What follows belongs to an exercise in optimizing a design on an open flow for small area, a short achievable clock period and few clock cycles; a production flow would make more cautious choices. Where RTL was checked, it was by simulation tests only, not by an equivalence proof against the original. No activity file was given, so power comes from the tool's default toggle rates.

Design CPU_6507, start of the top module:
module CPU_6507(
	output [12:0] addr_bus,
	output reg [7:0] d_out,
	input [7:0] d_in,
	output reg wenb,
	input clk,
	input rstb,
	input rdy
);
localparam T0 = 5'd0, T1 = 5'd1, ABS2 = 5'd2, IDX = 5'd3, BR = 5'd4, BRFIX = 5'd5;
localparam DATA = 5'd8, MOD = 5'd9, WR = 5'd10, PLO = 5'd11, PHI = 5'd12, PHIJ = 5'd13;
localparam PUSHH = 5'd16, PUSHL = 5'd17, PUSHR = 5'd18, SINC = 5'd19, PULLP = 5'd20, PULLL = 5'd21, PULLH = 5'd22, PULLA = 5'd23;
reg [7:0] A, X, Y, S;
reg N, V, D, I, Z, C;
reg [15:0] PC;
reg [7:0] IR, DL, ABL;
reg [4:0] ABH;
reg [4:0] st;
wire [7:0] P = {N, V, 2'b00, D, I, Z, C};
assign addr_bus = st[4] ? {5'b00001, S} : st[3] ? {ABH, ABL} : PC[12:0];
wire [2:0] aaa = IR[7:5];
wire [2:0] bbb = IR[4:2];
wire [1:0] cc = IR[1:0];
wire g1 = cc == 2'b01;
wire g2 = cc == 2'b10;
wire g0 = cc == 2'b00;
wire m_imm = (g1 & bbb == 3'b010) | (~g1 & bbb == 3'b000 & aaa[2]);
wire m_zp = bbb == 3'b001;
wire m_zpi = bbb == 3'b101;
wire m_izx = g1 & bbb == 3'b000;
wire m_izy = g1 & bbb == 3'b100;
wire m_absi = bbb == 3'b111 | (g1 & bbb == 3'b110);
wire use_y = (g1 & (bbb == 3'b110 | bbb == 3'b100)) | (g2 & aaa[2:1] == 2'b10);
wire is_store = aaa == 3'b100 & ~(g0 & ~bbb[0]) & ~(g2 & bbb[1:0] == 2'b10);
wire is_rmw = g2 & ~(aaa[2:1] == 2'b10) & bbb[0];
wire is_branch = g0 & bbb == 3'b100;
wire is_jmp = IR == 8'h4C;
wire is_jmpi = IR == 8'h6C;
wire is_jsr = IR == 8'h20;
wire is_brk = IR == 8'h00;
reg take;
always @(*) begin
	case (aaa[2:1])
		2'b00: take = N;
		2'b01: take = V;
		2'b10: take = C;
		default: take = Z;
	endcase
	take = take == aaa[0];
end
  ...
For scale: roughly 1,400 cells after synthesis, roughly 100 flip-flops, about 8900 um2 of cells after synthesis.
export LEC_CHECK = 0
export ABC_AREA = 1
export CAP_MARGIN = 20
export CORE_MARGIN = 2
export CORE_UTILIZATION = 60
export SLEW_MARGIN = 20
create_clock -name core_clock -period 9.0 [get_ports {clk}]
run.sh (not shown) runs the stock make flow with config.mk's settings and CLKGATE_MAP_FILE= SYNTH_SCRIPT=/design/flow/synth_recipe.tcl, a recipe that flattens the netlist after the stock synthesis.
The starting point went through all stages and came out clean.
Testbench counts at the start, summed over its fixed seeds: cycles 244,174.
==> next run, changes <==
ABC_AREA = default   (was 1)
CORE_UTILIZATION = 40   (was 60)
Outcome: The new run completed without violations. Die area is higher by about 50%. Area after synthesis is higher by 0.96%. Hold slack gains 0.037 ns. Non-clock buffer count is higher by 20. Worst setup slack gains 0.44 ns.
==> next run, changes <==
ABC_AREA = 1   (was default)
CORE_UTILIZATION = 60   (was 40)
SETUP_SLACK_MARGIN = 5   (was default)
After rerunning: Clock-buffer cell count rises by 3; fmax increases by about a fifth; final cell count is higher by about a fifth; global-route usage climbs by 17 points; final area went down slightly; total power grows by a little under a tenth.

Another version of the RTL of CPU_6507 (not shown whole).
Size in the first run: about 1500 cells after synthesis, roughly 0.0094 mm^2 of cells after synthesis.
Settings: LEC_CHECK=0, ABC_AREA=1, CAP_MARGIN=20, CORE_MARGIN=2, CORE_UTILIZATION=60, SLEW_MARGIN=20; clock period 9.0 ns.
standard.sh (not shown) runs the stock make flow with config.mk's settings and CLKGATE_MAP_FILE= SYNTH_SCRIPT=/design/flow/synth_recipe.tcl, a recipe that flattens the netlist after the stock synthesis.
==> flow/flow/run.sh <==
#!/bin/bash
set -euo pipefail
bash standard.sh SETUP_SLACK_MARGIN=5.5 finish > flow_make.log 2>&1
Then changed:
==> flow/flow/run.sh (replaced) <==
#!/bin/bash
set -euo pipefail
bash standard.sh "BUFFER_PORTS_ARGS=-buffer_cell sky130_fd_sc_hd__buf_4" SETUP_SLACK_MARGIN=5.5 finish > flow_make.log 2>&1
Result:
- design area went down by a few percent
- maximum frequency went down slightly
- utilization went down by 2.6 points
- worst setup slack degrades by 0.012 ns
Then changed:
==> flow/flow/run.sh (replaced) <==
#!/bin/bash
set -euo pipefail
bash standard.sh ADDER_MAP_FILE= "BUFFER_PORTS_ARGS=-buffer_cell sky130_fd_sc_hd__buf_4" SETUP_SLACK_MARGIN=5.8 finish > flow_make.log 2>&1
=>
- synthesized cell count goes up by a few percent
- combinational power rose by about a fifth
- routed wire length increases by a little under a tenth
- worst setup slack improves by 0.25 ns
- final area is higher by roughly a tenth
- area after synthesis goes up slightly
- worst hold slack improves by 0.0089 ns
- die area stays flat
No functional check of the RTL was part of any run of this note.

Another version of the RTL of CPU_6507 (not shown whole).
Size: ~1400 cells after synthesis, roughly 110 flip-flops, about 33 I/O pins, about 8500 um^2 of cells after synthesis.
export LEC_CHECK = 0
export ABC_AREA = 1
export CAP_MARGIN = 20
export CORE_MARGIN = 2
export CORE_UTILIZATION = 60
export SLEW_MARGIN = 20
create_clock -name core_clock -period 9.0 [get_ports {clk}]
==> flow/flow/run.sh <==
#!/bin/bash
set -euo pipefail
bash standard.sh SETUP_SLACK_MARGIN=5.5 finish > flow_make.log 2>&1
Testbench counts at the start, summed over its fixed seeds: cycles 244,174.
Change:
==> flow/flow/run.sh (replaced) <==
#!/bin/bash
set -euo pipefail
bash standard.sh "BUFFER_PORTS_ARGS=-buffer_cell sky130_fd_sc_hd__buf_4" SETUP_SLACK_MARGIN=5.8 finish > flow_make.log 2>&1
- CTS_BUF_LIST: not set -> sky130_fd_sc_hd__clkbuf_4 sky130_fd_sc_hd__clkbuf_8
The new run went through all stages and came out clean.
Combinational power goes up by 8.3%.
Routed wire length falls by 0.66%.
Area after synthesis is unchanged.
Hold slack gets better by 3.0 ps.
Global-route usage falls by 0.82 points.

==> port drivers added, routing unchanged <==
The flow's constraints put no driver on any port. The routed layouts listed below were extracted and timed again, unchanged, in two steps. Step 1 (the two cells are an assumption about what drives the block):
set clk [get_ports {clk}]
set_driving_cell -lib_cell sky130_fd_sc_hd__clkbuf_16 $clk
set_driving_cell -lib_cell sky130_fd_sc_hd__buf_2 [delete_from_list [all_inputs] $clk]
Step 2 moves the port delays by t, midway between the first and last clock arrival at a register: inputs arrive t later, outputs are due t later. That takes back most of the time a late clock gives input paths. a / b / c = ideal / step 1 / step 2; a / b = the first two.
run	t (ns)	setup WS [ns]	clock arrival spread, ns	cell pins on the clock port's net
the first run of note 1	0.407	3.841 / 3.794 / 4.201	0.010 / 0.010	1
the second run of note 1	0.415	4.286 / 4.309 / 3.894	0.014 / 0.014	1
the third run of note 1	0.403	5.019 / 5.007 / 4.642	0.012 / 0.013	1
the first run of note 2	0.412	5.391 / 5.391 / 5.106	0.007 / 0.007	1
the second run of note 2	0.418	5.379 / 5.381 / 4.963	0.017 / 0.016	1
the third run of note 2	0.416	5.633 / 5.586 / 5.309	0.017 / 0.018	1
the first run of note 3	0.407	5.508 / 5.463 / 5.206	0.012 / 0.012	1
the second run of note 3	0.452	5.673 / 5.633 / 5.471	0.016 / 0.016	1
After both steps setup and hold are still met in every run listed. The setup slack of the second run of note 2, which loses most, moves by +0.002 ns with the drivers and by -0.416 ns with both steps.
